This design comes from an exercise in tuning for small area and a short achievable clock period on the open sky130 flow, not from production work. Where RTL was checked, it was by simulation tests only, not by an equivalence proof against the original.

== 03-07 ==
// calc
module calc(out, decimal, CLK, RST, CE, plus, sub, multi, equal);
Size in the first run: ~460 cells after synthesis, roughly 57 flip-flops, about 32 I/O pins.
==> module calc, before the edit <==
module calc(out, decimal, CLK, RST, CE, plus, sub, multi, equal);
output [14:0] out;
input  [9:0]  decimal;
input  CLK, RST, CE, plus, sub, multi, equal;
reg [14:0] B, R;
reg [2:0]  cnt;
reg [1:0]  ope;    
reg        P;      
reg [14:2] Xr;                      
reg fy1, fy2, fyn;                  
reg fk;                             
reg fci;                            
reg [3:0] ff;                       
wire [3:0] d = decimal[9] ? 4'd9 : decimal[8] ? 4'd8 : decimal[7] ? 4'd7 :
               decimal[6] ? 4'd6 : decimal[5] ? 4'd5 : decimal[4] ? 4'd4 :
               decimal[3] ? 4'd3 : decimal[2] ? 4'd2 : decimal[1] ? 4'd1 : 4'd0;
wire digit = (decimal != 10'd0) && (cnt != 3'd7);
wire o_non = (ope == 2'd0), o_add = (ope == 2'd1), o_sub = (ope == 2'd2), o_mul = (ope == 2'd3);
wire o_as  = o_add | o_sub;
wire bx4 = (d == 4'd3) | (d == 4'd4) | (d == 4'd5);
wire bx8 = (d >= 4'd6);
wire by1 = (d == 4'd1) | (d == 4'd3) | (d == 4'd5) | (d == 4'd7) | (d == 4'd9);
wire by2 = (d == 4'd2) | (d == 4'd6);
wire byn = (d == 4'd3) | (d == 4'd6) | (d == 4'd7);
wire [3:0] f = o_mul ? 4'd0 : o_sub ? 4'd9 - d : d;
always @(posedge CLK) begin
    Xr  <= {((o_as | (o_mul & bx8)) ? B[11:0] : 12'd0) ^ {12{o_as}} |
            ((o_mul & bx4) ? B[12:1] : 12'd0),
            (o_mul & bx4 & B[0]) | f[2] | f[3]};
    fy1 <= o_as | (o_mul & by1);
    fy2 <= o_mul & by2;
    fyn <= o_as | (o_mul & byn);
    fk  <= o_add;
    fci <= o_add | (o_mul & byn);
    ff  <= {f[3], 1'b0, f[1] | f[3], f[0]};
end
wire [14:0] W = {R[11:0], fk, fk, fk};
wire [14:0] V = {R[13:0], fk};
wire [14:0] X = {Xr, ff[1], ff[0]};
wire [14:0] Y = ((fy1 ? B : 15'd0) | (fy2 ? {B[13:0], 1'b0} : 15'd0)) ^ {15{fyn}};
wire [14:0] s1 = W ^ V ^ X;
wire [14:0] c1 = {(W[13:0] & V[13:0]) | (W[13:0] & X[13:0]) | (V[13:0] & X[13:0]), ff[3]};
wire [14:0] s2 = s1 ^ c1 ^ Y;
wire [14:0] c2 = {(s1[13:0] & c1[13:0]) | (s1[13:0] & Y[13:0]) | (c1[13:0] & Y[13:0]), ff[3]};
wire [14:0] S = s2 + c2 + {14'd0, fci};
wire [14:0] Reff = P ? S : R;
always @(posedge CLK or negedge RST)
    if (!RST) begin
        B <= 0; R <= 0; cnt <= 0; ope <= 0; P <= 0;
    end else begin
        P <= digit;
        if (digit) begin
            R <= Reff;
            cnt <= cnt + 3'd1;
        end else if (plus | sub | multi) begin
            B <= Reff;
            ope <= plus ? 2'd1 : sub ? 2'd2 : 2'd3;
            R <= (plus | sub) ? Reff : 15'd0;
            cnt <= 0;
        end else if (equal) begin
            if (!o_non) B <= Reff;
            ope <= 0;
            R <= 0;
            cnt <= 0;
        end else if (CE) begin
            R <= o_as ? B : 15'd0;
            cnt <= 0;
        end else
            R <= Reff;
    end
assign out = B;
endmodule
==> flow/config.mk <==
export PLATFORM = sky130hd
export DESIGN_NAME = calc
export DESIGN_NICKNAME = calc
export VERILOG_FILES = /design/flow/design.v
export SDC_FILE = /design/flow/constraint.sdc
export NUM_CORES = 4
export LEC_CHECK = 0
export CAP_MARGIN = 20
export CORE_MARGIN = 2
export CORE_UTILIZATION = 40
export SETUP_SLACK_MARGIN = 4
export SLEW_MARGIN = 20
==> flow/constraint.sdc <==
create_clock -name core_clock -period 7.5 [get_ports {CLK}]
set_input_delay 1.5000 -clock core_clock [delete_from_list [all_inputs] [get_ports {CLK}]]
set_output_delay 1.5000 -clock core_clock [all_outputs]
set_load 0.01 [all_outputs]
run.sh (not shown) runs the stock make flow with config.mk's settings and CLKGATE_MAP_FILE= SYNTH_SCRIPT=/design/flow/synth_recipe.tcl, a recipe that flattens the netlist after the stock synthesis.
The inputs of 09-28 differ from those of 03-07 as listed below.
diff --git a/flow/design.v b/flow/design.v
--- a/flow/design.v
+++ b/flow/design.v
@@ -5,10 +5,9 @@
 reg [14:0] B, R;
 reg [2:0]  cnt;
 reg [1:0]  ope;    
 reg        P;      
-reg [14:2] Xr;                      
-reg fy1, fy2, fyn;                  
+reg fx8, fx4, fxn, fy1, fy2, fyn;   
 reg fk;                             
 reg fci;                            
 reg [3:0] ff;                       
 wire [3:0] d = decimal[9] ? 4'd9 : decimal[8] ? 4'd8 : decimal[7] ? 4'd7 :
@@ -23,21 +22,22 @@
 wire by2 = (d == 4'd2) | (d == 4'd6);
 wire byn = (d == 4'd3) | (d == 4'd6) | (d == 4'd7);
 wire [3:0] f = o_mul ? 4'd0 : o_sub ? 4'd9 - d : d;
 always @(posedge CLK) begin
-    Xr  <= {((o_as | (o_mul & bx8)) ? B[11:0] : 12'd0) ^ {12{o_as}} |
-            ((o_mul & bx4) ? B[12:1] : 12'd0),
-            (o_mul & bx4 & B[0]) | f[2] | f[3]};
+    fx8 <= o_as | (o_mul & bx8);
+    fx4 <= o_mul & bx4;
+    fxn <= o_as;
     fy1 <= o_as | (o_mul & by1);
     fy2 <= o_mul & by2;
     fyn <= o_as | (o_mul & byn);
     fk  <= o_add;
     fci <= o_add | (o_mul & byn);
-    ff  <= {f[3], 1'b0, f[1] | f[3], f[0]};
+    ff  <= {f[3], f[2] | f[3], f[1] | f[3], f[0]};
 end
 wire [14:0] W = {R[11:0], fk, fk, fk};
 wire [14:0] V = {R[13:0], fk};
-wire [14:0] X = {Xr, ff[1], ff[0]};
+wire [11:0] Xh = ((fx8 ? B[11:0] : 12'd0) | (fx4 ? B[12:1] : 12'd0)) ^ {12{fxn}};
+wire [14:0] X = {Xh, (fx4 & B[0]) | ff[2], ff[1], ff[0]};
 wire [14:0] Y = ((fy1 ? B : 15'd0) | (fy2 ? {B[13:0], 1'b0} : 15'd0)) ^ {15{fyn}};
 wire [14:0] s1 = W ^ V ^ X;
 wire [14:0] c1 = {(W[13:0] & V[13:0]) | (W[13:0] & X[13:0]) | (V[13:0] & X[13:0]), ff[3]};
 wire [14:0] s2 = s1 ^ c1 ^ Y;
Total number of cells along the worst setup path, 09-28 and 03-07: higher on 03-07. Of the two values seen for worst setup path startpoint, R[0] was produced by 03-07 and fx8 by 09-28. 09-28 vs. 03-07: die boundary width decreased about 4%, proportion of cell area spent on the clock network has decreased. 09-28: layout sequential cell count 16% below 03-07. Cmp 09-28 vs 03-07: adder and majority gate portion of the synthesized area higher in 09-28.
No functional check of the RTL was part of 03-07.

-- re-timing with driven ports --
No port has a modelled driver above. Below, the same layouts with a new extraction and two added sets of constraints.
Step 1 assumes that a clkbuf_16 drives the clock port and a buf_2 every other input.
Step 2 times the ports against the registers' clock, not the clock port: input delays grow and output delays shrink by t, the midpoint of the rising clock arrivals with the driver on.
Slacks: no drivers / after step 1 / after step 2; pairs: no drivers / after step 1.
run	shift t [ns]	setup slack, ns	slew at the worst register clock pin (ns)	worst data-port slew with drivers (ns)	cell pins on the clock port's net
03-07	0.371	4.072 / 4.072 / 3.818	0.07 / 0.07	0.03	1
09-28	0.335	3.969 / 3.969 / 3.711	0.10 / 0.10	0.04	1
After both steps every run listed still meets setup and hold. For 09-28, which loses most, drivers alone change the setup slack by 0.000 ns; drivers and shift together by -0.258 ns.
